This is an optimization exercise on Yosys and OpenROAD, whose aim is small area, not a production implementation. At most, simulation tests tie the RTL to the original design; equivalence was not proved. The RTL of runs 1 to 3 and 5 to 7 was laid out without a check of its function. No activity file was given, so power comes from the tool's default toggle rates.

[constraint.sdc]
create_clock -name core_clock -period 8.0 [get_ports {CLK}]
set_input_delay 1.6000 -clock core_clock [delete_from_list [all_inputs] [get_ports {CLK}]]
set_output_delay 1.6000 -clock core_clock [all_outputs]
set_load 0.01 [all_outputs]
[config.mk]
export PLATFORM = sky130hd
export DESIGN_NAME = axi_timer_averager
export DESIGN_NICKNAME = axi_timer_averager
export VERILOG_FILES = /design/flow/design.v
export SDC_FILE = /design/flow/constraint.sdc
export NUM_CORES = 4
export LEC_CHECK = 0
export CAP_MARGIN = 20
export CELL_PAD_IN_SITES_DETAIL_PLACEMENT = 1
export CELL_PAD_IN_SITES_GLOBAL_PLACEMENT = 2
export CORE_MARGIN = 2
export CORE_UTILIZATION = 35
export GPL_ROUTABILITY_DRIVEN = 1
export SLEW_MARGIN = 20
[run.sh]
#!/bin/bash
# synth_recipe.tcl (not shown) runs the flow's synth.tcl, then flattens the netlist and writes it again
# the make line also repeats each setting of config.mk as NAME=value (left out here)
make -C /OpenROAD-flow-scripts/flow DESIGN_CONFIG=/design/flow/config.mk WORK_HOME=/design/flow/orfs CLKGATE_MAP_FILE= SYNTH_SCRIPT=/design/flow/synth_recipe.tcl finish
[design.v]
`timescale 1ns / 1ps
module axi_timer_averager_functional (
    input  logic        CLK            ,
    input  logic        RESET          ,
    input  logic        START_TIMER    ,
    input  logic        STOP_TIMER     ,
    input  logic        AVG_MSMT_ENABLE,
    input  logic [ 4:0] AVG_MSMT_LIMIT ,
    output logic [31:0] MSMT_VALUE     ,
    output logic        MSMT_VALID     ,
    output logic [63:0] AVG_RAW        ,
    output logic [ 4:0] AVG_SHIFT      ,
    output logic        AVG_READY      ,
    output logic [31:0] MSMT_COUNT     ,
    input  logic [ 3:0] LOAD_EN        ,
    input  logic [31:0] LOAD_DATA      ,
    input  logic [ 3:0] LOAD_STRB
);
    function automatic logic [31:0] merge_bytes(input logic [31:0] old_value, input logic [31:0] new_value, input logic [3:0] strb);
        for (int b = 0; b < 4; b++)
            merge_bytes[b*8 +: 8] = strb[b] ? new_value[b*8 +: 8] : old_value[b*8 +: 8];
    endfunction
    function automatic logic [31:0] inc32(input logic [31:0] a);
        logic c;
        c = 1'b1;
        for (int i = 0; i < 32; i++) begin
            inc32[i] = a[i] ^ c;
            c = c & a[i];
        end
    endfunction
    function automatic logic [63:0] add64_32(input logic [63:0] a, input logic [31:0] b);
        logic c;
        c = 1'b0;
        for (int i = 0; i < 32; i++) begin
            add64_32[i] = a[i] ^ b[i] ^ c;
            c = (a[i] & b[i]) | (c & (a[i] ^ b[i]));
        end
        for (int i = 32; i < 64; i++) begin
            add64_32[i] = a[i] ^ c;
            c = c & a[i];
        end
    endfunction
    logic        d_start_timer;
    logic        start_event  ;
    logic        stop_event   ;
    logic        current_state;
    logic [31:0] measurement_value;
    logic [31:0] avg_msmt_count;
    logic [31:0] avg_msmt_count_inc;
    logic        d_avg_msmt_enable;
    logic        avg_msmt_event;
    logic        limit_zero;
    logic [ 4:0] limit_exp;
    logic        limit_hit;
    logic [63:0] avg_msmt_value;
    assign MSMT_VALUE         = measurement_value;
    assign avg_msmt_count_inc = inc32(avg_msmt_count);
    assign MSMT_COUNT         = avg_msmt_count_inc;
    assign limit_hit          = limit_zero ? (avg_msmt_count == 32'd0)
                                           : (avg_msmt_count == (32'd1 << limit_exp));
    always_ff @(posedge CLK) begin
        if (RESET) begin
            d_start_timer <= 1'b0;
            start_event   <= 1'b0;
            stop_event    <= 1'b0;
        end else begin
            d_start_timer <= START_TIMER;
            start_event   <= START_TIMER & ~d_start_timer;
            stop_event    <= STOP_TIMER;
        end
    end
    always_ff @(posedge CLK) begin
        if (RESET)
            current_state <= 1'b0;
        else if (current_state)
            current_state <= ~stop_event;
        else
            current_state <= start_event;
    end
    always_ff @(posedge CLK) begin
        if (RESET)
            MSMT_VALID <= 1'b0;
        else
            MSMT_VALID <= current_state & stop_event;
    end
    always_ff @(posedge CLK) begin
        if (LOAD_EN[3])
            measurement_value <= merge_bytes(measurement_value, LOAD_DATA, LOAD_STRB);
        else if (current_state)
            measurement_value <= inc32(measurement_value);
        else
            measurement_value <= '0;
    end
    always_ff @(posedge CLK) begin
        if (LOAD_EN[2])
            avg_msmt_count <= merge_bytes(avg_msmt_count, LOAD_DATA, LOAD_STRB);
        else if (limit_hit | ~AVG_MSMT_ENABLE)
            avg_msmt_count <= '0;
        else if (MSMT_VALID)
            avg_msmt_count <= avg_msmt_count_inc;
    end
    always_ff @(posedge CLK) begin
        if (RESET) begin
            d_avg_msmt_enable <= 1'b0;
            avg_msmt_event    <= 1'b0;
        end else begin
            d_avg_msmt_enable <= AVG_MSMT_ENABLE;
            avg_msmt_event    <= AVG_MSMT_ENABLE & ~d_avg_msmt_enable;
        end
    end
    always_ff @(posedge CLK) begin
        if (RESET)
            limit_zero <= 1'b1;
        else if (avg_msmt_event)
            limit_zero <= 1'b0;
    end
    always_ff @(posedge CLK) begin
        if (avg_msmt_event)
            limit_exp <= AVG_MSMT_LIMIT;
    end
    always_ff @(posedge CLK) begin
        if (LOAD_EN[0])
            avg_msmt_value[31:0] <= merge_bytes(avg_msmt_value[31:0], LOAD_DATA, LOAD_STRB);
        else if (LOAD_EN[1])
            avg_msmt_value[63:32] <= merge_bytes(avg_msmt_value[63:32], LOAD_DATA, LOAD_STRB);
        else if (limit_hit | ~AVG_MSMT_ENABLE)
            avg_msmt_value <= '0;
        else if (MSMT_VALID)
            avg_msmt_value <= add64_32(avg_msmt_value, measurement_value);
    end
    always_ff @(posedge CLK) begin
        if (limit_hit) begin
            AVG_RAW   <= avg_msmt_value;
            AVG_SHIFT <= AVG_MSMT_LIMIT;
        end
    end
    always_ff @(posedge CLK) begin
        if (RESET)
            AVG_READY <= 1'b0;
        else
            AVG_READY <= 1'b1;
    end
endmodule
`timescale 1 ns / 1 ps
module axi_timer_averager #(
    parameter integer DEFAULT_SAMPLES_SERIE = 2,
    parameter integer S_AXI_LITE_DATA_WIDTH = 32  ,
    parameter integer S_AXI_LITE_ADDR_WIDTH = 32
) (
    input  logic                                 CLK               ,
    input  logic                                 RESETN            ,
    input  logic [    S_AXI_LITE_ADDR_WIDTH-1:0] S_AXI_LITE_AWADDR ,
    input  logic [                          2:0] S_AXI_LITE_AWPROT ,
    input  logic                                 S_AXI_LITE_AWVALID,
    output logic                                 S_AXI_LITE_AWREADY,
    input  logic [    S_AXI_LITE_DATA_WIDTH-1:0] S_AXI_LITE_WDATA  ,
    input  logic [(S_AXI_LITE_DATA_WIDTH/8)-1:0] S_AXI_LITE_WSTRB  ,
    input  logic                                 S_AXI_LITE_WVALID ,
    output logic                                 S_AXI_LITE_WREADY ,
    output logic [                          1:0] S_AXI_LITE_BRESP  ,
    output logic                                 S_AXI_LITE_BVALID ,
    input  logic                                 S_AXI_LITE_BREADY ,
    input  logic [    S_AXI_LITE_ADDR_WIDTH-1:0] S_AXI_LITE_ARADDR ,
    input  logic [                          2:0] S_AXI_LITE_ARPROT ,
    input  logic                                 S_AXI_LITE_ARVALID,
    output logic                                 S_AXI_LITE_ARREADY,
    output logic [    S_AXI_LITE_DATA_WIDTH-1:0] S_AXI_LITE_RDATA  ,
    output logic [                          1:0] S_AXI_LITE_RRESP  ,
    output logic                                 S_AXI_LITE_RVALID ,
    input  logic                                 S_AXI_LITE_RREADY ,
    output logic [                         31:0] MSMT_VALUE        ,
    output logic                                 MSMT_VALID        ,
    input  logic                                 INTR
);
    logic        axi_awready;    
    logic        aw_en      ;
    logic [ 2:0] wr_sel     ;    
    logic        axi_bvalid ;
    logic        axi_arready;
    logic        axi_rvalid ;
    logic [31:0] axi_rdata  ;
    logic        aw_start   ;
    logic        ar_start   ;
    logic        slv_reg_wren;
    logic        start_timer    ;
    logic        stop_timer     ;
    logic        stop_timer_d   ;
    logic        avg_msmt_enable;
    logic        avg_msmt_enable_d;
    logic [ 4:0] avg_msmt_limit ;
    logic [ 4:0] avg_msmt_limit_d;
    logic [ 3:0] load_en        ;
    logic [63:0] avg_raw   ;
    logic [ 4:0] avg_shift ;
    logic        avg_ready ;
    logic [31:0] msmt_count;
    logic [31:0] avg_word  ;
    assign S_AXI_LITE_AWREADY = axi_awready;
    assign S_AXI_LITE_WREADY  = axi_awready;
    assign S_AXI_LITE_BRESP   = 2'b00;
    assign S_AXI_LITE_BVALID  = axi_bvalid;
    assign S_AXI_LITE_ARREADY = axi_arready;
    assign S_AXI_LITE_RDATA   = axi_rdata;
    assign S_AXI_LITE_RRESP   = 2'b00;
    assign aw_start     = ~axi_awready & S_AXI_LITE_AWVALID & S_AXI_LITE_WVALID & aw_en;
    assign slv_reg_wren = axi_awready & S_AXI_LITE_WVALID & S_AXI_LITE_AWVALID;
    always_ff @(posedge CLK) begin
        if (~RESETN)
            axi_awready <= 1'b0;
        else
            axi_awready <= aw_start;
    end
    always_ff @(posedge CLK) begin
        if (~RESETN)
            aw_en <= 1'b1;
        else if (aw_start)
            aw_en <= 1'b0;
        else if (S_AXI_LITE_BREADY & axi_bvalid)
            aw_en <= 1'b1;
    end
    always_ff @(posedge CLK) begin
        if (aw_start)
            wr_sel <= (S_AXI_LITE_AWADDR[7:2] < 6'd6) ? S_AXI_LITE_AWADDR[4:2] : 3'd7;
    end
    always_ff @(posedge CLK) begin
        if (~RESETN)
            axi_bvalid <= 1'b0;
        else if (slv_reg_wren & ~axi_bvalid)
            axi_bvalid <= 1'b1;
        else if (S_AXI_LITE_BREADY & axi_bvalid)
            axi_bvalid <= 1'b0;
    end
    assign stop_timer_d = slv_reg_wren & (wr_sel == 3'd0) & S_AXI_LITE_WSTRB[0] & S_AXI_LITE_WDATA[0];
    always_comb begin
        avg_msmt_enable_d = avg_msmt_enable;
        avg_msmt_limit_d  = avg_msmt_limit;
        if (slv_reg_wren & (wr_sel == 3'd1)) begin
            if (S_AXI_LITE_WSTRB[0]) avg_msmt_enable_d = S_AXI_LITE_WDATA[0];
            if (S_AXI_LITE_WSTRB[1]) avg_msmt_limit_d  = S_AXI_LITE_WDATA[12:8];
        end
    end
    always_ff @(posedge CLK) begin
        if (~RESETN) begin
            stop_timer      <= 1'b0;
            avg_msmt_enable <= 1'b0;
            avg_msmt_limit  <= 5'(DEFAULT_SAMPLES_SERIE);
            start_timer     <= 1'b0;
        end else begin
            stop_timer      <= stop_timer_d;
            avg_msmt_enable <= avg_msmt_enable_d;
            avg_msmt_limit  <= avg_msmt_limit_d;
            start_timer     <= INTR;
        end
    end
    assign load_en[0] = slv_reg_wren & (wr_sel == 3'd2);
    assign load_en[1] = slv_reg_wren & (wr_sel == 3'd3);
    assign load_en[2] = slv_reg_wren & (wr_sel == 3'd4);
    assign load_en[3] = slv_reg_wren & (wr_sel == 3'd5);
    assign ar_start = ~axi_arready & S_AXI_LITE_ARVALID;
    always_ff @(posedge CLK) begin
        if (~RESETN)
            axi_arready <= 1'b0;
        else
            axi_arready <= ar_start;
    end
    always_ff @(posedge CLK) begin
        if (~RESETN)
            axi_rvalid <= 1'b0;
        else if (axi_arready & S_AXI_LITE_ARVALID & ~axi_rvalid)
            axi_rvalid <= 1'b1;
        else if (axi_rvalid & S_AXI_LITE_RREADY)
            axi_rvalid <= 1'b0;
    end
    always_ff @(posedge CLK) begin
        if (~RESETN)
            S_AXI_LITE_RVALID <= 1'b0;
        else
            S_AXI_LITE_RVALID <= axi_rvalid;
    end
    assign avg_word = avg_ready ? 32'({avg_raw} >> {S_AXI_LITE_ARADDR[2], avg_shift}) : 32'd0;
    always_ff @(posedge CLK) begin
        if (ar_start) begin
            case (S_AXI_LITE_ARADDR[7:2])
                6'd0    : axi_rdata <= {31'b0, stop_timer_d};
                6'd1    : axi_rdata <= {19'b0, avg_msmt_limit_d, 7'b0, avg_msmt_enable_d};
                6'd2    : axi_rdata <= avg_word;
                6'd3    : axi_rdata <= avg_word;
                6'd4    : axi_rdata <= msmt_count;
                default : axi_rdata <= '0;
            endcase
        end
    end
    axi_timer_averager_functional axi_timer_averager_functional_inst (
        .CLK            (CLK               ),
        .RESET          (~RESETN           ),
        .START_TIMER    (start_timer       ),
        .STOP_TIMER     (stop_timer        ),
        .AVG_MSMT_ENABLE(avg_msmt_enable   ),
        .AVG_MSMT_LIMIT (avg_msmt_limit    ),
        .MSMT_VALUE     (MSMT_VALUE        ),
        .MSMT_VALID     (MSMT_VALID        ),
        .AVG_RAW        (avg_raw           ),
        .AVG_SHIFT      (avg_shift         ),
        .AVG_READY      (avg_ready         ),
        .MSMT_COUNT     (msmt_count        ),
        .LOAD_EN        (load_en           ),
        .LOAD_DATA      (S_AXI_LITE_WDATA  ),
        .LOAD_STRB      (S_AXI_LITE_WSTRB  )
    );
endmodule
==> results.yml, run 1 <==
finish:
  fill_cells: 5251
  final_layout_size_suffix_gt1_share_pct: 17.6
  final_nets: 1939
  layout_common_cells: "nand2_1 (263), edfxtp_1 (237), o21ai_0 (129)"
  synthToLayoutAreaGrowth_pct: 20.9
  antennaDiodeCount: 0
  layout_commonest_cell: "nand2_1"
cts:
  cts_buffer_depth: 3
  insertion_delay_ns: 0.60
  root_buffer: "clkbuf_16"
  clock-sinks: 260
  cts.htree.levels: 1
  clk_pin_slew_worst_paths_ns: 0.06
  numCtsBuffers: 31
  postCtsSetupBuffers: 0
  tritoncts: "built"
route:
  vias_per_cell: 5.69
  wirelength_um: 62600
  vias: 13364
  first_pass_iters: 7
  ant_nets: 0
  drc: 0
  routedWlPerCell_um: 26.7
  drt_iter0_drc: 1091
yosys:
  synth_xor_area_share_pct: 0.204
  synthArstFlopShare_pct: 0
  yosys-top-cells-area: "edfxtp_1 (42%), mux4_2 (8.0%), ha_1 (6.8%)"
  yosys.area.top_type_share_pct: 41.5
  yosys_warnings: 2
  synth_edf_count: 237
  synth_top_family_by_area: "simple AND/OR/NAND/NOR gates"
  synth_cell_types: 75
  synth_mux_area_share_pct: 13.8
  synthSimpleGateAreaFrac_pct: 13.9
  ys.flop_type: "edfxtp_1"
  synthCells: 1585
  synth_area_per_cell_um2: 10.8
  yosys.area.top_type: "edfxtp_1"
  synth_fa_ha_area_share_pct: 10.4
  synth_compound_gate_area_share_pct: 12.6
  synth_seq_cells: 260
  syn-cell-area_um2: 17100
  ys_seq_area_share_pct: 44.2
floorplan:
  io_pins: 188
  start_util_pct: 35.2
  core_area_um2: 48600
  die_area_um2: 50800
  dieWidth_um: 225
  row_count: 81
  die_h_um: 225
global_routing:
  use_met1_pct: 36.7
  grt-ovfl-total: 0
  grtUsageMet3_pct: 2.41
  grt_usage_pct: 24.8
  antenna_found_initial: 0
  grt_max_degree: 74
  gr-usage-met2_pct: 38.7
  grt_pass1_wl_um: 92600
  grt-busiest-layer: "met2"
  first_global_vias: 13758
worst_setup_path:
  cpMaxStageDelayCell: "fa_2"
  endpoint_kind: "flip-flop"
  critical_path_class: "reg2reg"
  worst_ep_required_time_ns: 8.36
  cp_max_fo: 2
  crit_path_max_incr_delay_ns: 0.37
  critPathLaunchType: "flip-flop"
  arrival_ns: 16.20
sta:
  rsz0062_at_grt: "true"
  finalHoldViolCount: 0
  fmax_ghz: 0.0631
  drv_slew: 0
  tightest_slew_ns: 1.02
  slew_headroom_pct: 32.3
  period_minus_slack_ns: 15.84
  setup_slack_ns: -7.84
  whs_ns: 0.383
  fin_skew_ns: 0.0113
  setup_violations: 44
  min_period_over_period_pct: 198
flow_run:
  drv_cap: 0
pwr:
  peakVddDrop_v: 0.000138
  p_leak_nw: 7.84
  p_per_area_nw_per_um2: 157
  p_total_mw: 3.25
run_status:
  violations: "setup timing"
  status: "failed layout checks"
placement:
  portBuffers: 125
  dp_hpwl_um: 48500
  place_ws_ns: -8.07
  gp_congestion: 0.856
worst_hold_path:
  min_path_type: "reg2reg"
## flip-flops by register name (all words and copies together), names as in the netlist, 3 cells and up
register	cells
axi_timer_averager_functional_inst.measurement_value	32
axi_timer_averager_functional_inst.avg_msmt_count	32
avg_msmt_limit	5
axi_timer_averager_functional_inst.limit_exp	5
axi_timer_averager_functional_inst.avg_msmt_value	64
axi_timer_averager_functional_inst.AVG_RAW	64
axi_timer_averager_functional_inst.AVG_SHIFT	5
axi_rdata	32
wr_sel	3
## per-layer routing
layer  routed length [µm]  vias up
met5                    0        -
li1                     -     6160
met2                28000      353
met4                 1800        0
met1                30200     6775
met3                 2620       76
## critical path, delay by kind of cell, from the launching register on
kind                     cells  cell delay, ns
adder cells (fa/ha/maj)     63           14.87
XOR/XNOR                     1            0.07
flip-flops                   1            0.36
buffers and inverters        2            0.10
AO/OA/AOI/OAI                1            0.19
## logic make-up after synthesis
family / count (synthesis)
muxes: 158
other: 1
xor gates and xnor gates: 4
AOI/OAI and AO/OA: 338
and+or+nand+nor: 495
buffers and inverters: 205
DFF: 260
adders and majority gates: 124
## per-stage QoR
stage,cells,cell area [µm²],util (%),TNS (ns)
global placement,2289,19700,40.5,-214.85
floorplan,1588,17600,-,-201.88
global route,2347,20700,42.6,-229.83
finish,2347,20700,42.6,-215.25
detailed placement,2289,19700,40.5,-219.70
CTS,2346,20700,42.5,-219.62
## final timing paths
path,start,end,slack [ns],cells past startpoint
max reg2reg,flip-flop,flip-flop,-7.84,67
min,axi_timer_averager_functional_inst.d_start_timer,axi_timer_averager_functional_inst.start_event,0.38,1
min reg2reg,axi_timer_averager_functional_inst.d_start_timer,axi_timer_averager_functional_inst.start_event,0.38,1
max,flip-flop,flip-flop,-7.84,67
## cell usage after synthesis, types with 15 or more instances
| cell | number |
|---|---|
| mux4_2 | 61 |
| buf_1 | 15 |
| nor2_1 | 48 |
| and2_1 | 15 |
| dfxtp_1 | 23 |
| nand4_1 | 36 |
| o21ai_1 | 31 |
| ha_1 | 93 |
| mux2_2 | 23 |
| nand2_1 | 264 |
| nor2b_1 | 15 |
| a21oi_1 | 42 |
| fa_1 | 31 |
| inv_1 | 86 |
| clkbuf_1 | 71 |
| o21ai_0 | 130 |
| nand3_1 | 27 |
| o211ai_1 | 27 |
| edfxtp_1 | 237 |
| a22o_1 | 32 |
| buf_2 | 23 |
| a22oi_1 | 16 |
| mux2i_1 | 74 |
## where the power goes
group	switching, mW	internal [mW]	leakage, nW
Clock	0.600	0.746	0.480
Sequential	0.0394	1.51	2.98
Combinational	0.219	0.138	4.38
Total	0.859	2.39	7.84
## final cells by class
type	count	area (µm²)	share of cell area, %
inverter	87	327	1.58
sequential	260	7580	36.5
clock buffer	39	846	4.08
clock inverter	18	103	0.495
tap	622	778	3.75
multi-input combinational	1123	9300	44.8
timing repair buffer	198	1810	8.71
## repair_timing
action,CTS,global route
hold endpoints to repair,0,0
setup endpoints to repair,44,44
gates cloned,0,0
hold buffers,0,0
pin swaps,5,7
resized for setup,6,6
==> run 2, diff against run 1 <==
--- a/config.mk
+++ b/config.mk
@@ -5,6 +5,7 @@
 export SDC_FILE = /design/flow/constraint.sdc
 export NUM_CORES = 4
 export LEC_CHECK = 0
+export ABC_AREA = 1
 export CAP_MARGIN = 20
 export CELL_PAD_IN_SITES_DETAIL_PLACEMENT = 1
 export CELL_PAD_IN_SITES_GLOBAL_PLACEMENT = 2
==> run 2 against run 1 <==
Against the previous run: the layout still fails its checks (setup timing); critical path depth unchanged; combinational power increased by 4%; first-iteration DRC count shrank 7.1%; synthesized area down 3.2%; critical path type unchanged; highest routed layer unchanged.
==> results.yml, run 2 <==
worst_setup_path:
  crit_path_max_incr_delay_ns: 0.37
  critPathLaunchType: "flip-flop"
  worst_ep_required_time_ns: 8.28
  critical_path_class: "reg2reg"
  arrival_ns: 16.16
  cp_max_fo: 2
  cpMaxStageDelayCell: "fa_2"
  endpoint_kind: "flip-flop"
floorplan:
  core_area_um2: 46700
  die_h_um: 222
  dieWidth_um: 222
  start_util_pct: 35.6
  row_count: 79
  io_pins: 188
  die_area_um2: 49200
route:
  wl_met3_um: 2930
  wirelength_met1_um: 29000
  wirelength_um: 61000
  drt_iter0_drc: 1014
  vias_per_cell: 5.22
  wl_met2_um: 27700
  routed.top_layer: "met4"
  ant_nets: 0
  vias: 14167
  first_pass_iters: 16
  routedWlPerCell_um: 22.5
  drc: 0
finish:
  layout_commonest_cell: "nand2_1"
  antennaDiodeCount: 0
  layout_common_cells: "nand2_1 (556), edfxtp_1 (237), inv_1 (187)"
  final_layout_size_suffix_gt1_share_pct: 12.5
  final_nets: 2320
  synthToLayoutAreaGrowth_pct: 21.7
  reg_top3: "axi_timer_averager_functional_inst.AVG_RAW x64, axi_timer_averager_functional_inst.avg_msmt_value x64"
sta:
  rsz0062_at_grt: "true"
  period_minus_slack_ns: 15.87
  finalSetupTns_ns: -215.40
  slew_headroom_pct: 28.3
  fmax_ghz: 0.0630
  tightest_slew_ns: 1.07
  whs_ns: 0.386
  fin_skew_ns: 0.00987
  finalHoldViolCount: 0
  drv_slew: 0
  setup_slack_ns: -7.87
  setup_violations: 44
  min_period_over_period_pct: 198
yosys:
  synth_seq_cells: 260
  ys_seq_area_share_pct: 45.6
  ys_top_cells_by_count: "nand2_1 (556), edfxtp_1 (237), inv_1 (224), o21ai_0 (164), nand3_1 (154)"
  synth_cell_types: 41
  synth_most_common_cell: "nand2_1"
  yosys.area.top_type: "edfxtp_1"
  synthCells: 1967
  ys.flop_type: "edfxtp_1"
  synth_area_per_cell_um2: 8.44
  synth_edf_count: 237
  yosys.area.top_type_share_pct: 42.9
  syn-cell-area_um2: 16600
  yosys-top-cells-area: "edfxtp_1 (43%), nand2_1 (13%), ha_1 (7.0%)"
  synthArstFlopShare_pct: 0
  yosys_warnings: 2
pwr:
  internal_power_mw: 2.49
  combPwrFrac_pct: 11.1
  p_switching_uw: 845
  p_clk_share_pct: 43.0
  pwr-share-seq_pct: 45.9
  p_leak_nw: 8.33
  switching_share_pct: 25.4
  peakVddDrop_v: 0.000154
  p_per_area_nw_per_um2: 165
global_routing:
  grt-ovfl-total: 0
  antenna_found_initial: 2
  grt_usage_pct: 24.7
  first_global_vias: 14397
  grt_max_degree: 70
  grt_pass1_wl_um: 91000
cts:
  clock-sinks: 260
  postCtsSetupBuffers: 0
  tritoncts: "built"
  cts.htree.levels: 1
  numCtsBuffers: 31
  insertion_delay_ns: 0.57
  cts_buffer_depth: 3
  root_buffer: "clkbuf_16"
  clk_pin_slew_worst_paths_ns: 0.06
  hold_buffers: 0
placement:
  dp_hpwl_um: 46600
  gp_congestion: 0.858
  portBuffers: 125
run_status:
  violations: "setup timing"
  status: "failed layout checks"
worst_hold_path:
  min_path_type: "reg2reg"
flow_run:
  drv_cap: 0
run 2: changes by cell type after synthesis, sizes merged, moves of 54 or more:
cell,before,now
mux2i,74,20
o22ai,1,101
inv,87,230
nor2,48,104
nand3,27,158
nand2,264,556
mux4,61,0
run 2: final timing paths:
kind / from / cells past startpoint / slack [ns] / endpoint
max reg2reg: flip-flop / 67 / -7.87 / flip-flop
min: flip-flop / 1 / 0.39 / axi_timer_averager_functional_inst.avg_msmt_event
max: flip-flop / 67 / -7.87 / flip-flop
min reg2reg: flip-flop / 1 / 0.39 / axi_timer_averager_functional_inst.avg_msmt_event
run 2: cell type report:
type | count | area (µm²)
Fill cell | 5487 | 26400
Multi-Input combinational cell | 1362 | 8200
Sequential cell | 260 | 7580
Timing Repair Buffer | 196 | 1780
Inverter | 231 | 867
Clock buffer | 43 | 851
Tap cell | 607 | 759
Clock inverter | 14 | 170
run 2: what timing repair did:
action	CTS	global route
gates cloned	0	0
hold endpoints to repair	0	0
pin swaps	5	3
endpoints found under the setup margin	44	44
resized for setup	11	8
run 2: kinds of logic after synthesis:
family                   share of synthesized area (%)
multiplexers                                      1.21
buffers and inverters                             8.46
AND/OR/NAND/NOR                                   22.7
XOR/XNOR                                         0.106
flip-flops                                        45.6
adder cells (fa/ha/maj)                           10.7
AO/OA/AOI/OAI                                     11.1
other                                           0.0226
run 2: stage by stage:
stage | utilization (%) | instance area [µm²] | cells | setup WS, ns | total power, mW
after floorplan | - | 17100 | 1970 | -7.47 | 1.75
after global placement | 40.9 | 19100 | 2656 | -7.80 | 1.93
after detailed placement | 40.9 | 19100 | 2656 | -8.00 | 1.93
after CTS | 43.2 | 20200 | 2713 | -7.94 | 3.37
after global routing | 43.3 | 20200 | 2713 | -8.23 | 3.46
final | 43.3 | 20200 | 2713 | -7.87 | 3.33
run 2: power by group through the flow:
stage / clock network, mW / logic, mW / registers (mW)
after detailed placement: 0 / 0.372 / 1.56
final: 1.43 / 0.371 / 1.53
after CTS: 1.47 / 0.374 / 1.53
after global routing: 1.51 / 0.409 / 1.53
after floorplan: 0 / 0.197 / 1.55
after global placement: 0 / 0.371 / 1.56
run 2: critical path: cells and delay by family, from the launching register on:
family	cells	cell delay, ns
adders and majority gates	63	14.89
buffers and inverters	2	0.10
AOI/OAI and AO/OA	1	0.10
xor gates and xnor gates	1	0.11
DFF	1	0.36
run 2: per-layer routing:
layer	up-vias	track usage, %
li1	6892	-
met1	6913	35.2
met2	308	39.6
met3	54	2.86
met4	0	6.93
met5	-	0
==> run 3, diff against run 2 <==
--- a/design.v
+++ b/design.v
@@ -29,15 +29,27 @@
         end
     endfunction
     function automatic logic [63:0] add64_32(input logic [63:0] a, input logic [31:0] b);
-        logic c;
-        c = 1'b0;
-        for (int i = 0; i < 32; i++) begin
-            add64_32[i] = a[i] ^ b[i] ^ c;
-            c = (a[i] & b[i]) | (c & (a[i] ^ b[i]));
+        logic [31:0] s0;
+        logic [ 4:0] cb;
+        logic        c, q;
+        cb[0] = 1'b0;
+        for (int k = 0; k < 4; k++) begin
+            c = 1'b0;
+            for (int i = 8*k; i < 8*k + 8; i++) begin
+                s0[i] = a[i] ^ b[i] ^ c;
+                c = (a[i] & b[i]) | (c & (a[i] ^ b[i]));
+            end
+            q = cb[k];
+            for (int i = 8*k; i < 8*k + 8; i++) begin
+                add64_32[i] = s0[i] ^ q;
+                q = q & s0[i];
+            end
+            cb[k+1] = c | q;
         end
+        q = 1'b1;
         for (int i = 32; i < 64; i++) begin
-            add64_32[i] = a[i] ^ c;
-            c = c & a[i];
+            add64_32[i] = a[i] ^ (cb[4] & q);
+            q = q & a[i];
         end
     endfunction
     logic        d_start_timer;
--- a/config.mk
+++ b/config.mk
@@ -5,7 +5,6 @@
 export SDC_FILE = /design/flow/constraint.sdc
 export NUM_CORES = 4
 export LEC_CHECK = 0
-export ABC_AREA = 1
 export CAP_MARGIN = 20
 export CELL_PAD_IN_SITES_DETAIL_PLACEMENT = 1
 export CELL_PAD_IN_SITES_GLOBAL_PLACEMENT = 2
==> run 3 against run 2 <==
Against the previous run: now clean on timing, DRC and antenna; combinational power is 5.4% lower; final cell count shrank 10%; register-to-register slack better by 8.0 ns; synthesized area up 7.2%; sequential power about the same; maximum frequency grew 100%; die area increased by 7.0%; non-clock buffer count decreased by 22; critical path depth fell by 24; first-iteration DRC count is 30% higher; clock power increased by 7%; via count decreased by 1.2%; critical path type unchanged.
==> results.yml, run 3 <==
global_routing:
  first_global_vias: 14504
  grt_usage_pct: 24.8
  grt-ovfl-total: 0
  grt_pass1_wl_um: 97400
  grt_max_degree: 76
  antenna_found_initial: 0
pwr:
  combPwrFrac_pct: 10.3
  p_per_area_nw_per_um2: 161
  p_total_mw: 3.42
  p_leak_nw: 7.94
  pwr-share-seq_pct: 45.1
  peakVddDrop_v: 0.000104
  p_clk_share_pct: 44.6
  switching_share_pct: 25.8
  internal_power_mw: 2.54
  p_switching_uw: 881
finish:
  synthToLayoutAreaGrowth_pct: 19.7
  final_area_um2: 21300
  layout_common_cells: "edfxtp_1 (237), nand2_1 (232), o21ai_0 (136)"
  final_layout_size_suffix_gt1_share_pct: 16.1
  multi_input_area_um2: 9760
  reg_top3: "axi_timer_averager_functional_inst.AVG_RAW x64, axi_timer_averager_functional_inst.avg_msmt_value x64"
  layout_commonest_cell: "edfxtp_1"
  final_nets: 1978
  final_core_util_pct: 42.5
  seq_area_um2: 7580
  antennaDiodeCount: 0
  fill_cells: 5381
  instances_no_fill: 2441
floorplan:
  core_area_um2: 50200
  dieWidth_um: 229
  io_pins: 188
  die_area_um2: 52700
  start_util_pct: 35.5
  die_h_um: 229
  row_count: 82
worst_setup_path:
  r2r_slack_ns: 0.17
  worst_ep_required_time_ns: 8.31
  critPathLaunchType: "flip-flop"
  cpMaxStageDelayCell: "edfxtp_1"
  endpoint_kind: "flip-flop"
  crit_cells: 43
  crit_family: "adder cells"
  arrival_ns: 8.14
  crit_buf_inv: 4
  r2r_cells: 43
  critical_path_class: "reg2reg"
  crit_path_max_incr_delay_ns: 0.36
  crit_top_cell: "ha_4"
  cp_max_fo: 5
yosys:
  syn-cell-area_um2: 17800
  yosys-top-cells-area: "edfxtp_1 (40%), mux4_2 (7.7%), ha_1 (6.3%)"
  yosys.area.top_type_share_pct: 40.0
  synthArstFlopShare_pct: 0
  synth_seq_cells: 260
  yosys.area.top_type: "edfxtp_1"
  yosys_warnings: 2
  ys_seq_area_share_pct: 42.6
  ys_top_cells_by_count: "edfxtp_1 (237), nand2_1 (233), o21ai_0 (136), inv_1 (94), ha_1 (90)"
  ys.flop_type: "edfxtp_1"
  synth_most_common_cell: "edfxtp_1"
  synth_area_per_cell_um2: 10.7
  synthCells: 1657
  synth_edf_count: 237
  synth_cell_types: 81
route:
  wl_met2_um: 30700
  wl_met3_um: 2920
  wirelength_met1_um: 30200
  routed.top_layer: "met4"
  vias: 14000
  drt_iter0_drc: 1323
  routedWlPerCell_um: 26.9
  drc: 0
  vias_per_cell: 5.74
  first_pass_iters: 5
  wirelength_um: 65700
  ant_nets: 0
worst_hold_path:
  min_path_type: "reg2reg"
sta:
  finalSetupTns_ns: 0
  slew_headroom_pct: 24.1
  setup_slack_ns: 0.168
  rsz0062_at_grt: "true"
  whs_ns: 0.383
  drv_slew: 0
  period_minus_slack_ns: 7.83
  tightest_slew_ns: 1.14
  fmax_ghz: 0.128
  fin_skew_ns: 0.0170
  finalHoldViolCount: 0
  setup_violations: 0
  min_period_over_period_pct: 97.9
placement:
  dp_hpwl_um: 49400
  portBuffers: 125
  place_ws_ns: -0.505
  place_inst: 2378
  placed_cell_area_um2: 19700
  gp_congestion: 0.932
cts:
  tritoncts: "built"
  insertion_delay_ns: 0.56
  clock-sinks: 260
  numCtsBuffers: 35
  root_buffer: "clkbuf_16"
  cts.htree.levels: 2
  clk_pin_slew_worst_paths_ns: 0.06
  cts_buffer_depth: 3
run_status:
  status: "timing/DRC/antenna clean"
flow_run:
  drv_cap: 0
==> run 3: worst min-delay path by stage <==
stage / startpoint / endpoint / slack (ns) / cells past startpoint
2_1_floorplan: flip-flop / axi_timer_averager_functional_inst.avg_msmt_event / 0.37 / 1
3_5_place_dp: axi_timer_averager_functional_inst.d_start_timer / axi_timer_averager_functional_inst.start_event / 0.38 / 1
6_report: axi_timer_averager_functional_inst.d_start_timer / axi_timer_averager_functional_inst.start_event / 0.38 / 1
3_3_place_gp: flip-flop / axi_timer_averager_functional_inst.avg_msmt_event / 0.37 / 1
5_1_grt: axi_timer_averager_functional_inst.d_start_timer / axi_timer_averager_functional_inst.start_event / 0.40 / 1
4_1_cts: axi_timer_averager_functional_inst.d_start_timer / axi_timer_averager_functional_inst.start_event / 0.39 / 1
==> run 3: cell families after synthesis <==
logic type	after synthesis	synth area share (%)
AOI/OAI and AO/OA	310	11.5
xor gates and xnor gates	35	1.72
adders and majority gates	118	9.48
buffers and inverters	222	5.52
DFF	260	42.6
muxes	164	13.8
other	1	0.0211
and+or+nand+nor	547	15.3
==> run 3: final cells by class <==
class | count | area share [%]
clock inverters | 17 | 0.558
flip-flops and latches | 260 | 35.6
well taps | 672 | 3.95
clock buffers | 43 | 4.55
inverters | 97 | 1.71
repair buffers | 174 | 7.86
multi-input cells | 1178 | 45.8
==> run 3: power groups by stage <==
stage / logic (mW) / clock network [mW] / registers [mW]
after detailed placement: 0.347 / 0 / 1.57
after global placement: 0.346 / 0 / 1.57
after floorplan: 0.185 / 0 / 1.56
final: 0.351 / 1.53 / 1.54
after CTS: 0.349 / 1.56 / 1.54
after global routing: 0.372 / 1.61 / 1.55
==> run 3: worst register-to-register path: cells and delay by family, from the launching register on <==
family | cells | cell delay [ns]
adder cells (fa/ha/maj) | 32 | 5.75
flip-flops | 1 | 0.36
AND/OR/NAND/NOR | 5 | 0.76
AO/OA/AOI/OAI | 1 | 0.24
XOR/XNOR | 1 | 0.16
buffers and inverters | 4 | 0.34
==> run 3: repair_timing <==
action,in CTS,in global routing
gates resized for setup,55,20
cloned,1,0
buffers inserted,0,2
hold buffers,0,0
pin swaps,19,27
setup endpoints to repair,32,28
==> run 3: metal layers <==
metal	global-route usage (%)	up-vias
met2	39.8	371
li1	-	6396
met5	0	-
met1	34.7	7146
met4	8.44	0
met3	3.09	87
==> run 4, diff against run 3 <==
--- a/design.v
+++ b/design.v
@@ -20,38 +20,6 @@
         for (int b = 0; b < 4; b++)
             merge_bytes[b*8 +: 8] = strb[b] ? new_value[b*8 +: 8] : old_value[b*8 +: 8];
     endfunction
-    function automatic logic [31:0] inc32(input logic [31:0] a);
-        logic c;
-        c = 1'b1;
-        for (int i = 0; i < 32; i++) begin
-            inc32[i] = a[i] ^ c;
-            c = c & a[i];
-        end
-    endfunction
-    function automatic logic [63:0] add64_32(input logic [63:0] a, input logic [31:0] b);
-        logic [31:0] s0;
-        logic [ 4:0] cb;
-        logic        c, q;
-        cb[0] = 1'b0;
-        for (int k = 0; k < 4; k++) begin
-            c = 1'b0;
-            for (int i = 8*k; i < 8*k + 8; i++) begin
-                s0[i] = a[i] ^ b[i] ^ c;
-                c = (a[i] & b[i]) | (c & (a[i] ^ b[i]));
-            end
-            q = cb[k];
-            for (int i = 8*k; i < 8*k + 8; i++) begin
-                add64_32[i] = s0[i] ^ q;
-                q = q & s0[i];
-            end
-            cb[k+1] = c | q;
-        end
-        q = 1'b1;
-        for (int i = 32; i < 64; i++) begin
-            add64_32[i] = a[i] ^ (cb[4] & q);
-            q = q & a[i];
-        end
-    endfunction
     logic        d_start_timer;
     logic        start_event  ;
     logic        stop_event   ;
@@ -66,7 +34,7 @@
     logic        limit_hit;
     logic [63:0] avg_msmt_value;
     assign MSMT_VALUE         = measurement_value;
-    assign avg_msmt_count_inc = inc32(avg_msmt_count);
+    assign avg_msmt_count_inc = avg_msmt_count + 32'd1;
     assign MSMT_COUNT         = avg_msmt_count_inc;
     assign limit_hit          = limit_zero ? (avg_msmt_count == 32'd0)
                                            : (avg_msmt_count == (32'd1 << limit_exp));
@@ -99,7 +67,7 @@
         if (LOAD_EN[3])
             measurement_value <= merge_bytes(measurement_value, LOAD_DATA, LOAD_STRB);
         else if (current_state)
-            measurement_value <= inc32(measurement_value);
+            measurement_value <= measurement_value + 32'd1;
         else
             measurement_value <= '0;
     end
@@ -138,7 +106,7 @@
         else if (limit_hit | ~AVG_MSMT_ENABLE)
             avg_msmt_value <= '0;
         else if (MSMT_VALID)
-            avg_msmt_value <= add64_32(avg_msmt_value, measurement_value);
+            avg_msmt_value <= avg_msmt_value + {32'd0, measurement_value};
     end
     always_ff @(posedge CLK) begin
         if (limit_hit) begin
==> run 4 against run 3 <==
Against the previous run: clock power about the same; clock-buffer cell count rose by 8; combinational power fell by 2%; still clean; critical path type unchanged; power down 0.47%; die area rose by 0.55%.
==> results.yml, run 4 <==
run_status:
  status: "timing/DRC/antenna clean"
pwr:
  p_total_mw: 3.40
  p_per_area_nw_per_um2: 165
  p_switching_uw: 843
  peakVddDrop_v: 0.000120
  combPwrFrac_pct: 10.1
  switching_share_pct: 24.8
  p_leak_nw: 7.18
  pwr-share-seq_pct: 45.3
  p_clk_share_pct: 44.6
  internal_power_mw: 2.56
yosys:
  synth_mux_area_share_pct: 15.0
  synth_xor_area_share_pct: 5.87
  synth_seq_cells: 260
  yosys.area.top_type: "edfxtp_1"
  syn-cell-area_um2: 17900
  ys_top_cells_by_count: "nand2_1 (251), edfxtp_1 (237), o21ai_0 (139), nor2_1 (105)"
  synth_compound_gate_area_share_pct: 14.6
  ys_seq_area_share_pct: 42.3
  synth_area_per_cell_um2: 10.1
  synth_cell_types: 83
  synth_most_common_cell: "nand2_1"
  synthSimpleGateAreaFrac_pct: 15.2
  yosys_warnings: 2
  yosys.area.top_type_share_pct: 39.8
  ys.flop_type: "edfxtp_1"
  synth_top_family_by_area: "simple AND/OR/NAND/NOR gates"
  synthCells: 1765
  synthArstFlopShare_pct: 0
  synth_fa_ha_area_share_pct: 2.56
  yosys-top-cells-area: "edfxtp_1 (40%), mux4_2 (7.6%), nand2_1 (5.3%)"
  synth_edf_count: 237
finish:
  antennaDiodeCount: 0
  synthToLayoutAreaGrowth_pct: 15.2
  final_nets: 1966
  final_area_um2: 20600
  reg_top3: "axi_timer_averager_functional_inst.AVG_RAW x64, axi_timer_averager_functional_inst.avg_msmt_value x64"
  layout_commonest_cell: "nand2_1"
  instances_no_fill: 2512
  final_layout_size_suffix_gt1_share_pct: 10.9
  layout_common_cells: "nand2_1 (251), edfxtp_1 (237), o21ai_0 (139)"
  seq_area_um2: 7580
  multi_input_area_um2: 9570
  fill_cells: 5559
worst_setup_path:
  crit_path_max_incr_delay_ns: 0.91
  endpoint_kind: "flip-flop"
  critPathLaunchType: "flip-flop"
  arrival_ns: 5.42
  critical_path_class: "reg2reg"
  cpMaxStageDelayCell: "edfxtp_1"
  worst_ep_required_time_ns: 8.31
  crit_top_cell: "buf_4"
  cp_max_fo: 71
  worstPathCellList: "or3b_1 > o21a_1 > o32ai_1 > o21ai_0 > nand4b_1 > o41ai_4 > buf_4 > or2_2 > buf_4 > nor2_2 > a22o_1"
cts:
  clock-sinks: 260
  numCtsBuffers: 34
  cts_buffer_depth: 3
  root_buffer: "clkbuf_16"
  hold_buffers: 0
  postCtsSetupBuffers: 0
  clk_pin_slew_worst_paths_ns: 0.06
  insertion_delay_ns: 0.55
  cts_resized: 0
  cts.htree.levels: 2
  tritoncts: "built"
placement:
  portBuffers: 125
  place_inst: 2452
  placed_cell_area_um2: 19500
  dp_hpwl_um: 50600
  gp_congestion: 0.868
route:
  drc: 0
  ant_nets: 0
  routedWlPerCell_um: 26.0
  vias: 14471
  drt_iter0_drc: 980
  wirelength_um: 65400
  first_pass_iters: 5
  vias_per_cell: 5.76
sta:
  min_period_over_period_pct: 63.9
  tightest_slew_ns: 0.981
  rsz0062_at_grt: "false"
  setup_violations: 0
  period_minus_slack_ns: 5.11
  drv_slew: 0
  fmax_ghz: 0.196
  whs_ns: 0.384
  finalHoldViolCount: 0
  slew_headroom_pct: 32.9
  fin_skew_ns: 0.0238
  finalSetupTns_ns: 0
floorplan:
  start_util_pct: 35.6
  core_area_um2: 50300
  io_pins: 188
  die_area_um2: 52900
  row_count: 82
  die_h_um: 230
  dieWidth_um: 230
worst_hold_path:
  min_path_type: "reg2reg"
global_routing:
  grt_pass1_wl_um: 97100
  grt-ovfl-total: 0
  antenna_found_initial: 0
  grt_usage_pct: 24.5
  grt_max_degree: 72
  first_global_vias: 14859
flow_run:
  drv_cap: 0
run 4: cell types whose count changed after synthesis, sizes merged, moves of 27 or more:
cell / change
inv: -49
xor2: +33
o31ai: +53
fa: -27
nor2: +28
xnor2: +52
nand4: -31
ha: -55
run 4: cells by family (layout without fill, tap and decap cells):
family	after synthesis	after routing
and+or+nand+nor	579	579
AOI/OAI and AO/OA	409	409
DFF	260	260
muxes	186	186
buffers and inverters	174	246
xor gates and xnor gates	120	120
adders and majority gates	36	36
other	1	4
run 4: worst paths after layout:
kind / startpoint / end / slack, ns / cells after the start
setup / recovery: axi_timer_averager_functional_inst.limit_exp[4] / flip-flop / 2.89 / 11
hold / removal: axi_timer_averager_functional_inst.d_start_timer / axi_timer_averager_functional_inst.start_event / 0.38 / 1
setup reg to reg: axi_timer_averager_functional_inst.limit_exp[4] / flip-flop / 2.89 / 11
hold reg to reg: axi_timer_averager_functional_inst.d_start_timer / axi_timer_averager_functional_inst.start_event / 0.38 / 1
run 4: layout make-up:
class / count / area share, %
clock buffers: 51 / 4.89
well taps: 672 / 4.08
multi-input cells: 1334 / 46.4
repair buffers: 139 / 6.58
flip-flops and latches: 260 / 36.8
inverters: 47 / 0.856
clock inverters: 9 / 0.401
run 4: per-stage QoR:
| step | utilization, % | setup slack (ns) |
|---|---|---|
| 5_1_grt | 41.0 | 2.58 |
| 6_report | 41.0 | 2.89 |
| 4_1_cts | 41.0 | 2.92 |
| 3_3_place_gp | 38.8 | 2.89 |
| 3_5_place_dp | 38.8 | 2.92 |
| 2_1_floorplan | - | 0.847 |
run 4: power groups by stage:
stage	Sequential [mW]	Clock (mW)	Combinational [mW]
after floorplan	1.56	0	0.196
after global placement	1.57	0	0.342
after detailed placement	1.57	0	0.344
after CTS	1.54	1.54	0.345
after global routing	1.55	1.59	0.367
final	1.54	1.52	0.344
run 4: per-layer routing:
layer	wire (µm)	vias to the layer above	global-route usage [%]	part of all wire, %
li1	-	6744	-	-
met1	30000	7301	33.3	46
met2	30100	339	39.3	46
met3	3250	87	4.72	5.0
met4	2020	0	7.82	3.1
met5	0	-	0	0
run 4: critical path, delay by kind of cell, from the launching register on:
family / cells / cell delay [ns]
AND/OR/NAND/NOR: 4 / 1.38
buffers and inverters: 2 / 1.32
AO/OA/AOI/OAI: 5 / 1.18
flip-flops: 1 / 0.91
==> run 5, diff against run 4 <==
--- a/design.v
+++ b/design.v
@@ -20,6 +20,15 @@
         for (int b = 0; b < 4; b++)
             merge_bytes[b*8 +: 8] = strb[b] ? new_value[b*8 +: 8] : old_value[b*8 +: 8];
     endfunction
+    function automatic logic [31:0] inc32(input logic [31:0] a, input logic c);
+        for (int i = 0; i < 32; i++) begin
+            inc32[i] = a[i] ^ c;
+            c = c & a[i];
+        end
+    endfunction
+    function automatic logic [32:0] add32(input logic [31:0] a, input logic [31:0] b);
+        add32 = {1'b0, a} + {1'b0, b};
+    endfunction
     logic        d_start_timer;
     logic        start_event  ;
     logic        stop_event   ;
@@ -32,12 +41,18 @@
     logic        limit_zero;
     logic [ 4:0] limit_exp;
     logic        limit_hit;
-    logic [63:0] avg_msmt_value;
+    logic        avg_clear;
+    logic [31:0] acc_lo;
+    logic [31:0] acc_hi;
+    logic        acc_carry;
+    logic [31:0] acc_hi_sum;
+    logic [32:0] acc_lo_sum;
     assign MSMT_VALUE         = measurement_value;
-    assign avg_msmt_count_inc = avg_msmt_count + 32'd1;
+    assign avg_msmt_count_inc = inc32(avg_msmt_count, 1'b1);
     assign MSMT_COUNT         = avg_msmt_count_inc;
     assign limit_hit          = limit_zero ? (avg_msmt_count == 32'd0)
                                            : (avg_msmt_count == (32'd1 << limit_exp));
+    assign avg_clear          = limit_hit | ~AVG_MSMT_ENABLE;
     always_ff @(posedge CLK) begin
         if (RESET) begin
             d_start_timer <= 1'b0;
@@ -67,14 +82,14 @@
         if (LOAD_EN[3])
             measurement_value <= merge_bytes(measurement_value, LOAD_DATA, LOAD_STRB);
         else if (current_state)
-            measurement_value <= measurement_value + 32'd1;
+            measurement_value <= inc32(measurement_value, 1'b1);
         else
             measurement_value <= '0;
     end
     always_ff @(posedge CLK) begin
         if (LOAD_EN[2])
             avg_msmt_count <= merge_bytes(avg_msmt_count, LOAD_DATA, LOAD_STRB);
-        else if (limit_hit | ~AVG_MSMT_ENABLE)
+        else if (avg_clear)
             avg_msmt_count <= '0;
         else if (MSMT_VALID)
             avg_msmt_count <= avg_msmt_count_inc;
@@ -98,19 +113,32 @@
         if (avg_msmt_event)
             limit_exp <= AVG_MSMT_LIMIT;
     end
+    assign acc_hi_sum = inc32(acc_hi, acc_carry);
+    assign acc_lo_sum = add32(acc_lo, measurement_value);
     always_ff @(posedge CLK) begin
         if (LOAD_EN[0])
-            avg_msmt_value[31:0] <= merge_bytes(avg_msmt_value[31:0], LOAD_DATA, LOAD_STRB);
+            acc_lo <= merge_bytes(acc_lo, LOAD_DATA, LOAD_STRB);
         else if (LOAD_EN[1])
-            avg_msmt_value[63:32] <= merge_bytes(avg_msmt_value[63:32], LOAD_DATA, LOAD_STRB);
-        else if (limit_hit | ~AVG_MSMT_ENABLE)
-            avg_msmt_value <= '0;
+            acc_lo <= acc_lo;
+        else if (avg_clear)
+            acc_lo <= '0;
         else if (MSMT_VALID)
-            avg_msmt_value <= avg_msmt_value + {32'd0, measurement_value};
+            acc_lo <= acc_lo_sum[31:0];
+    end
+    always_ff @(posedge CLK) begin
+        if (LOAD_EN[1])
+            acc_hi <= merge_bytes(acc_hi_sum, LOAD_DATA, LOAD_STRB);
+        else if (~LOAD_EN[0] & avg_clear)
+            acc_hi <= '0;
+        else
+            acc_hi <= acc_hi_sum;
+    end
+    always_ff @(posedge CLK) begin
+        acc_carry <= ~LOAD_EN[0] & ~LOAD_EN[1] & ~avg_clear & MSMT_VALID & acc_lo_sum[32];
     end
     always_ff @(posedge CLK) begin
         if (limit_hit) begin
-            AVG_RAW   <= avg_msmt_value;
+            AVG_RAW   <= {acc_hi_sum, acc_lo};
             AVG_SHIFT <= AVG_MSMT_LIMIT;
         end
     end
==> run 5 against run 4 <==
Against the previous run: global-route usage up 0.45 points; sequential power hardly changed; clock power increased by 7%; clock skew increased by 0.0037 ns; highest routed layer unchanged; flip-flop and latch count up 1; die area shrank 7.5%; critical path depth up 23; utilization rose by 0.80 points; final cell count decreased by 11%; via count down 9.8%.
==> results.yml, run 5 <==
cts:
  hold_buffers: 0
  clock-sinks: 261
  numCtsBuffers: 34
  postCtsSetupBuffers: 0
  cts_buffer_depth: 3
  clk_pin_slew_worst_paths_ns: 0.06
  cts_resized: 0
  tritoncts: "built"
  cts.htree.levels: 2
  root_buffer: "clkbuf_16"
  insertion_delay_ns: 0.55
finish:
  regMostFlops: "axi_timer_averager_functional_inst.AVG_RAW"
  synthToLayoutAreaGrowth_pct: 17.8
  layout_common_cells: "edfxtp_1 (205), nand2_1 (203), clkdlybuf4s50_1 (125)"
  final_area_um2: 19500
  largest_reg_flops: 64
  antennaDiodeCount: 0
  instances_no_fill: 2242
  fill_cells: 5043
  layout_commonest_cell: "edfxtp_1"
  final_layout_size_suffix_gt1_share_pct: 12.4
  final_nets: 1787
pwr:
  peakVddDrop_v: 0.000111
  p_leak_nw: 7.66
  p_total_mw: 3.57
  p_per_area_nw_per_um2: 184
route:
  drt_iter0_drc: 958
  wirelength_um: 61400
  wirelength_met1_um: 29400
  drc: 0
  vias: 13049
  wl_met3_um: 2500
  first_pass_iters: 5
  vias_per_cell: 5.82
  routedWlPerCell_um: 27.4
  ant_nets: 0
  routed.top_layer: "met4"
  wl_met2_um: 27600
yosys:
  synth_fa_ha_area_share_pct: 4.89
  synthCells: 1524
  syn-cell-area_um2: 16500
  synth_cell_types: 79
  synth_top_family_by_area: "multiplexers"
  synth_mux_area_share_pct: 17.6
  ys_seq_area_share_pct: 44.0
  yosys.area.top_type_share_pct: 37.3
  yosys_warnings: 2
  synth_most_common_cell: "edfxtp_1"
  synthArstFlopShare_pct: 0
  synth_xor_area_share_pct: 1.59
  synth_edf_count: 205
  yosys-top-cells-area: "edfxtp_1 (37%), mux4_2 (8.5%), dfxtp_1 (6.8%)"
  synth_seq_cells: 261
  synthSimpleGateAreaFrac_pct: 15.2
  ys_top_cells_by_count: "edfxtp_1 (205), nand2_1 (203), nor2_1 (104), mux2i_1 (103), o21ai_0 (89)"
  synth_compound_gate_area_share_pct: 13.3
  ys.flop_type: "edfxtp_1"
  synth_area_per_cell_um2: 10.8
  yosys.area.top_type: "edfxtp_1"
worst_setup_path:
  arrival_ns: 7.05
  cp_max_fo: 2
  crit_family: "adder cells"
  cpMaxStageDelayCell: "dfxtp_1"
  crit_buf_inv: 0
  crit_top_cell: "ha_1"
  critical_path_class: "reg2reg"
  endpoint_kind: "flip-flop"
  critPathLaunchType: "flip-flop"
  crit_path_max_incr_delay_ns: 0.30
  worst_ep_required_time_ns: 8.46
floorplan:
  die_area_um2: 49000
  core_area_um2: 46600
  io_pins: 188
  start_util_pct: 35.5
  dieWidth_um: 221
  die_h_um: 221
  row_count: 79
sta:
  finalHoldViolCount: 0
  setup_violations: 0
  rsz0062_at_grt: "false"
  finalSetupTns_ns: 0
  whs_ns: 0.379
  fin_skew_ns: 0.0275
  drv_slew: 0
  fmax_ghz: 0.152
  slew_headroom_pct: 31.6
  min_period_over_period_pct: 82.4
  period_minus_slack_ns: 6.59
  tightest_slew_ns: 1.03
placement:
  portBuffers: 125
  gp_congestion: 0.883
  place_inst: 2180
  placed_cell_area_um2: 18300
  dp_hpwl_um: 46200
global_routing:
  first_global_vias: 13301
  grt_pass1_wl_um: 90700
  grt_max_degree: 70
  grt-ovfl-total: 0
  antenna_found_initial: 2
  grt_usage_pct: 24.9
worst_hold_path:
  min_path_type: "reg2reg"
flow_run:
  drv_cap: 0
run_status:
  status: "timing/DRC/antenna clean"
## run 5: cell count changes after synthesis, sizes merged, moves of 24 or more
| cell | delta |
|---|---|
| ha | +28 |
| dfxtp | +33 |
| o21ai | -54 |
| mux2i | +30 |
| xor2 | -34 |
| nand3b | +39 |
| inv | -31 |
| nand3 | -24 |
| nand2 | -48 |
| xnor2 | -56 |
| edfxtp | -32 |
## run 5: per-layer routing
| metal | track usage, % | up-vias |
|---|---|---|
| li1 | - | 6034 |
| met2 | 38.9 | 321 |
| met1 | 35.5 | 6616 |
| met5 | 0 | - |
| met4 | 8.66 | 0 |
| met3 | 3.36 | 78 |
## run 5: path summary, 6_finish.rpt
check        slack, ns                                          from  depth (start not counted)                                           endpoint
max reg2reg       1.41  axi_timer_averager_functional_inst.acc_carry                         34      axi_timer_averager_functional_inst.acc_hi[31]
max               1.41  axi_timer_averager_functional_inst.acc_carry                         34      axi_timer_averager_functional_inst.acc_hi[31]
min               0.38                                     flip-flop                          1  axi_timer_averager_functional_inst.avg_msmt_event
min reg2reg       0.38                                     flip-flop                          1  axi_timer_averager_functional_inst.avg_msmt_event
## run 5: where the power goes
part / leakage (nW) / total [mW] / switching (mW) / internal, mW
Sequential: 2.85 / 1.55 / 0.0454 / 1.50
Clock: 0.571 / 1.62 / 0.632 / 0.984
Combinational: 4.23 / 0.410 / 0.232 / 0.177
Total: 7.66 / 3.57 / 0.910 / 2.66
## run 5: worst register-to-register path, delay by kind of cell (launching register included)
family / cells / cell delay, ns
adders and majority gates: 31 / 5.82
and+or+nand+nor: 1 / 0.08
AOI/OAI and AO/OA: 1 / 0.13
xor gates and xnor gates: 1 / 0.19
DFF: 1 / 0.30
## run 5: layout make-up
cell class                      instances  area, µm²  share of cell area [%]
Multi-Input combinational cell       1142       8730                    44.8
Sequential cell                       261       7280                    37.4
Timing Repair Buffer                  152       1450                    7.47
Clock buffer                           50       1010                    5.21
Tap cell                              607        759                    3.90
Clock inverter                         12        163                   0.836
Inverter                               18       67.6                   0.347
## run 5: cell families after synthesis
kind of cell,Yosys count
AND/OR/NAND/NOR,506
AO/OA/AOI/OAI,330
flip-flops,261
multiplexers,208
buffers and inverters,124
adder cells (fa/ha/maj),64
XOR/XNOR,30
other,1
## run 5: through the flow
stage	util [%]	worst slack, ns
final	41.8	1.41
after global routing	41.8	1.03
after CTS	41.8	1.36
after detailed placement	39.3	1.40
after global placement	39.3	1.40
after floorplan	-	1.95
==> run 6, diff against run 5 <==
--- a/design.v
+++ b/design.v
@@ -20,7 +20,9 @@
         for (int b = 0; b < 4; b++)
             merge_bytes[b*8 +: 8] = strb[b] ? new_value[b*8 +: 8] : old_value[b*8 +: 8];
     endfunction
-    function automatic logic [31:0] inc32(input logic [31:0] a, input logic c);
+    function automatic logic [31:0] inc32(input logic [31:0] a, input logic cin);
+        logic c;
+        c = cin;
         for (int i = 0; i < 32; i++) begin
             inc32[i] = a[i] ^ c;
             c = c & a[i];
==> run 6 against run 5 <==
Against the previous run: still clean on timing, DRC and antenna; sequential share of layout area down 0.87 points; synthesized area up 3.5%; non-clock buffer count down 1; clock power down 8%; final cell count up 1.4%; flip-flop and latch count unchanged; maximum frequency down 4.0%; die area up 3.4%; hold slack better by 0.0078 ns; synthesized cell count up 2.3%.
==> results.yml, run 6 <==
floorplan:
  die_area_um2: 50600
  start_util_pct: 35.7
  io_pins: 188
  dieWidth_um: 225
  row_count: 80
  core_area_um2: 47900
  die_h_um: 225
cts:
  root_buffer: "clkbuf_16"
  cts_buffer_depth: 3
  clock-sinks: 261
  cts_resized: 0
  tritoncts: "built"
  insertion_delay_ns: 0.56
  clk_pin_slew_worst_paths_ns: 0.06
  hold_buffers: 0
  postCtsSetupBuffers: 0
  cts.htree.levels: 2
  numCtsBuffers: 34
yosys:
  syn-cell-area_um2: 17100
  synth_cell_types: 73
  yosys-top-cells-area: "edfxtp_1 (36%), mux4_2 (9.1%), ha_1 (9.1%)"
  synth_most_common_cell: "nand2_1"
  yosys_warnings: 2
  synthArstFlopShare_pct: 0
  synth_edf_count: 205
  yosys.area.top_type: "edfxtp_1"
  ys_seq_area_share_pct: 42.6
  synth_seq_cells: 261
  yosys.area.top_type_share_pct: 36.0
  synth_area_per_cell_um2: 11.0
  synthCells: 1559
  ys.flop_type: "edfxtp_1"
  ys_top_cells_by_count: "nand2_1 (234), edfxtp_1 (205), ha_1 (124), o21ai_0 (93), nor2_1 (70)"
worst_setup_path:
  r2r_cells: 32
  r2r_slack_ns: 1.13
  cp_max_fo: 3
  arrival_ns: 7.13
  crit_top_cell: "ha_1"
  critical_path_class: "reg2reg"
  crit_path_max_incr_delay_ns: 0.52
  worst_ep_required_time_ns: 8.27
  critPathLaunchType: "flip-flop"
  endpoint_kind: "flip-flop"
  regToRegEndpoint: "axi_rdata[31]"
  cpMaxStageDelayCell: "edfxtp_1"
global_routing:
  grt_pass1_wl_um: 88300
  grt_usage_pct: 23.6
  antenna_found_initial: 0
  grt-ovfl-total: 0
  first_global_vias: 13316
  grt_max_degree: 70
sta:
  period_minus_slack_ns: 6.87
  setup_violations: 0
  finalSetupTns_ns: 0
  rsz0062_at_grt: "false"
  slew_headroom_pct: 34.4
  drv_slew: 0
  min_period_over_period_pct: 85.8
  tightest_slew_ns: 0.985
  fmax_ghz: 0.146
  finalHoldViolCount: 0
  fin_skew_ns: 0.0302
finish:
  fill_cells: 5176
  layout_commonest_cell: "nand2_1"
  synthToLayoutAreaGrowth_pct: 16.6
  antennaDiodeCount: 0
  regMostFlops: "axi_timer_averager_functional_inst.AVG_RAW"
  largest_reg_flops: 64
  final_layout_size_suffix_gt1_share_pct: 12.8
  layout_common_cells: "nand2_1 (234), edfxtp_1 (205), clkdlybuf4s50_1 (125)"
  final_area_um2: 19900
  final_nets: 1873
route:
  wirelength_um: 59500
  ant_nets: 0
  vias_per_cell: 5.73
  first_pass_iters: 5
  drc: 0
  routedWlPerCell_um: 26.2
  drt_iter0_drc: 801
  vias: 13041
flow_run:
  drv_cap: 0
worst_hold_path:
  whs_path_depth: 1
  min_path_type: "reg2reg"
  min_to: "axi_timer_averager_functional_inst.avg_msmt_event"
pwr:
  peakVddDrop_v: 0.000118
  p_per_area_nw_per_um2: 169
  p_leak_nw: 8.03
placement:
  portBuffers: 125
  dp_hpwl_um: 46200
  gp_congestion: 0.844
  placed_cell_area_um2: 18900
run_status:
  status: "timing/DRC/antenna clean"
[run 6: area by class of cell]
cell class              count  area, µm²  area share [%]
flip-flops and latches    261       7280            36.5
repair buffers            151       1450            7.26
clock inverters            15        104           0.521
inverters                  17       63.8           0.320
multi-input cells        1169       9310            46.7
clock buffers              46        960            4.82
well taps                 615        769            3.86
[run 6: how the worst max path moves through the flow]
stage	start	end	slack (ns)	cells past startpoint
finish	flip-flop	axi_rdata[31]	1.13	32
global route	flip-flop	axi_rdata[31]	0.88	32
CTS	flip-flop	axi_rdata[31]	1.08	32
detailed placement	flip-flop	axi_rdata[31]	1.15	32
global placement	flip-flop	axi_rdata[31]	1.19	32
floorplan	flip-flop	flip-flop	1.80	33
[run 6: layer usage]
layer / track usage [%] / up-vias / wire, µm / share of wire [%]
met2: 39.4 / 240 / 28300 / 48
met1: 32.1 / 6586 / 27700 / 47
met3: 2.92 / 59 / 1830 / 3.1
met4: 6.81 / 0 / 1630 / 2.7
met5: 0 / - / 0 / 0
li1: - / 6156 / - / -
[run 6: where the power goes]
part	internal, mW	switching, mW
logic	0.148	0.198
clock network	0.875	0.618
registers	1.49	0.0314
total	2.51	0.847
[run 6: critical path, delay by kind of cell, from the launching register on]
family | cells | cell delay, ns
AO/OA/AOI/OAI | 1 | 0.15
adder cells (fa/ha/maj) | 30 | 5.63
XOR/XNOR | 1 | 0.25
flip-flops | 1 | 0.52
[run 6: cell families (layout without fill, tap and decap cells)]
logic type               count (synthesis)  after routing  synth area share [%]
AO/OA/AOI/OAI                          352            352                  14.4
XOR/XNOR                                32             32                  1.64
adder cells (fa/ha/maj)                125            125                  9.19
buffers and inverters                  132            229                  3.24
flip-flops                             261            261                  42.6
multiplexers                           182            182                  16.1
other                                    1              4                0.0219
AND/OR/NAND/NOR                        474            474                  12.9
[run 6: through the flow]
| stage | instances | util, % | power [mW] | hold slack (ns) | setup WS, ns |
|---|---|---|---|---|---|
| global route | 2274 | 41.6 | 3.47 | 0.407 | 0.882 |
| floorplan | 1562 | - | 1.73 | 0.367 | 1.80 |
| CTS | 2274 | 41.6 | 3.40 | 0.389 | 1.08 |
| finish | 2274 | 41.6 | 3.36 | 0.387 | 1.13 |
| detailed placement | 2213 | 39.3 | 1.89 | 0.377 | 1.15 |
| global placement | 2213 | 39.3 | 1.89 | 0.380 | 1.19 |
==> run 7, diff against run 6 <==
--- a/design.v
+++ b/design.v
@@ -29,7 +29,26 @@
         end
     endfunction
     function automatic logic [32:0] add32(input logic [31:0] a, input logic [31:0] b);
-        add32 = {1'b0, a} + {1'b0, b};
+        logic [31:0] s0;
+        logic [ 4:0] cb;
+        logic        c, q, p;
+        cb[0] = 1'b0;
+        for (int k = 0; k < 4; k++) begin
+            c = 1'b0;
+            p = 1'b1;
+            for (int i = 8*k; i < 8*k + 8; i++) begin
+                s0[i] = a[i] ^ b[i] ^ c;
+                c = (a[i] & b[i]) | (c & (a[i] ^ b[i]));
+                p = p & s0[i];
+            end
+            q = cb[k];
+            for (int i = 8*k; i < 8*k + 8; i++) begin
+                add32[i] = s0[i] ^ q;
+                q = q & s0[i];
+            end
+            cb[k+1] = c | (cb[k] & p);
+        end
+        add32[32] = cb[4];
     endfunction
     logic        d_start_timer;
     logic        start_event  ;
==> run 7 against run 6 <==
Against the previous run: still clean; utilization is 0.40 points lower; via count is 0.94% lower; global-route usage is 0.11 points higher; first-iteration DRC count is 9.5% higher; maximum frequency is 3.7% lower; synthesized area is 1.1% higher; wire length is 0.16% lower; critical endpoint is now axi_timer_averager_functional_inst.acc_hi[31].
==> results.yml, run 7 <==
finish:
  final_nets: 1896
  antennaDiodeCount: 0
  layout_common_cells: "edfxtp_1 (205), nand2_1 (193), clkdlybuf4s50_1 (125)"
  regMostFlops: "axi_timer_averager_functional_inst.AVG_RAW"
  final_layout_size_suffix_gt1_share_pct: 12.8
sta:
  finalSetupTns_ns: 0
  fin_skew_ns: 0.0106
  fmax_ghz: 0.140
  period_minus_slack_ns: 7.13
  whs_ns: 0.383
  setup_violations: 0
  setup_slack_ns: 0.871
  rsz0062_at_grt: "false"
yosys:
  synthCells: 1568
  synth_seq_cells: 261
  synth_area_per_cell_um2: 11.0
  ys_seq_area_share_pct: 42.1
  yosys-top-cells-area: "edfxtp_1 (36%), mux4_2 (8.7%), ha_1 (8.5%)"
  syn-cell-area_um2: 17300
  ys.flop_type: "edfxtp_1"
  synth_edf_count: 205
  yosys_warnings: 2
  synth_cell_types: 77
  yosys.area.top_type: "edfxtp_1"
worst_setup_path:
  critPathLaunchType: "flip-flop"
  worst_ep_required_time_ns: 8.49
  endpoint: "axi_timer_averager_functional_inst.acc_hi[31]"
  regToRegEndpoint: "axi_timer_averager_functional_inst.acc_hi[31]"
  crit_top_cell: "ha_1"
  arrival_ns: 7.62
  crit_path_max_incr_delay_ns: 0.30
  r2r_slack_ns: 0.87
  cpMaxStageDelayCell: "dfxtp_1"
  critical_path_class: "reg2reg"
  startpoint: "axi_timer_averager_functional_inst.acc_carry"
  cp_max_fo: 2
global_routing:
  grt_usage_pct: 23.7
  grt_pass1_wl_um: 89200
  first_global_vias: 13674
  grt-ovfl-total: 0
route:
  drc: 0
  vias: 12919
  drt_iter0_drc: 877
  routedWlPerCell_um: 25.5
  vias_per_cell: 5.55
  first_pass_iters: 4
  ant_nets: 0
floorplan:
  start_util_pct: 35.4
  row_count: 81
  dieWidth_um: 226
  io_pins: 188
  core_area_um2: 48800
  die_h_um: 226
pwr:
  p_clk_share_pct: 43.9
  combPwrFrac_pct: 9.4
  peakVddDrop_v: 0.000157
  switching_share_pct: 24.6
  pwr-share-seq_pct: 46.7
  internal_power_mw: 2.45
  p_total_mw: 3.25
  p_leak_nw: 7.90
cts:
  cts_buffer_depth: 3
  clock-sinks: 261
  cts.htree.levels: 1
  tritoncts: "built"
  numCtsBuffers: 31
  hold_buffers: 0
worst_hold_path:
  min_path_type: "reg2reg"
  whs_path_depth: 1
flow_run:
  drv_cap: 0
run_status:
  status: "timing/DRC/antenna clean"
-- run 7: power groups by stage --
stage	sequential, mW	clock (mW)	combinational (mW)
after detailed placement	1.55	0	0.303
after CTS	1.52	1.46	0.305
final	1.52	1.42	0.304
after floorplan	1.54	0	0.164
after global routing	1.52	1.51	0.326
after global placement	1.54	0	0.303
-- run 7: critical path, delay by kind of cell, from the launching register on --
family | cells | cell delay [ns]
fa+ha+maj | 31 | 6.27
flops | 1 | 0.30
compound gates | 1 | 0.21
xor+xnor | 1 | 0.19
mux | 1 | 0.10
-- run 7: how the worst min path moves through the flow --
stage	to	start
after global routing	axi_timer_averager_functional_inst.avg_msmt_event	flip-flop
final	axi_timer_averager_functional_inst.avg_msmt_event	flip-flop
after global placement	axi_timer_averager_functional_inst.avg_msmt_event	flip-flop
after floorplan	axi_timer_averager_functional_inst.avg_msmt_event	flip-flop
after CTS	axi_timer_averager_functional_inst.avg_msmt_event	flip-flop
after detailed placement	axi_timer_averager_functional_inst.avg_msmt_event	flip-flop
-- run 7: cell type report --
| class | instances | area, µm² | share of cell area, % |
|---|---|---|---|
| clock buffer | 46 | 925 | 4.60 |
| clock inverter | 12 | 91.3 | 0.454 |
| inverter | 90 | 338 | 1.68 |
| multi-input combinational | 1106 | 9210 | 45.8 |
| sequential | 261 | 7280 | 36.2 |
| tap | 664 | 831 | 4.13 |
| timing repair buffer | 147 | 1440 | 7.15 |
-- run 7: kinds of logic after synthesis --
family | after synthesis | synth area share, %
xor gates and xnor gates | 7 | 0.355
buffers and inverters | 204 | 4.94
other | 1 | 0.0217
muxes | 197 | 16.6
DFF | 261 | 42.1
and+or+nand+nor | 446 | 12.8
adders and majority gates | 145 | 11.7
AOI/OAI and AO/OA | 307 | 11.5
-- run 7: stage by stage --
stage,area [µm²],std cells
after floorplan,17300,1571
after global placement,19100,2266
after detailed placement,19100,2267
after CTS,20100,2325
after global routing,20100,2326
final,20100,2326
-- run 7: layer usage --
layer	global-route usage [%]	wire [µm]	vias to the layer above
met5	0	13	-
met4	7.51	1850	2
met3	2.45	2020	79
met2	38.4	27300	274
met1	33.3	28200	6519
li1	-	-	6045
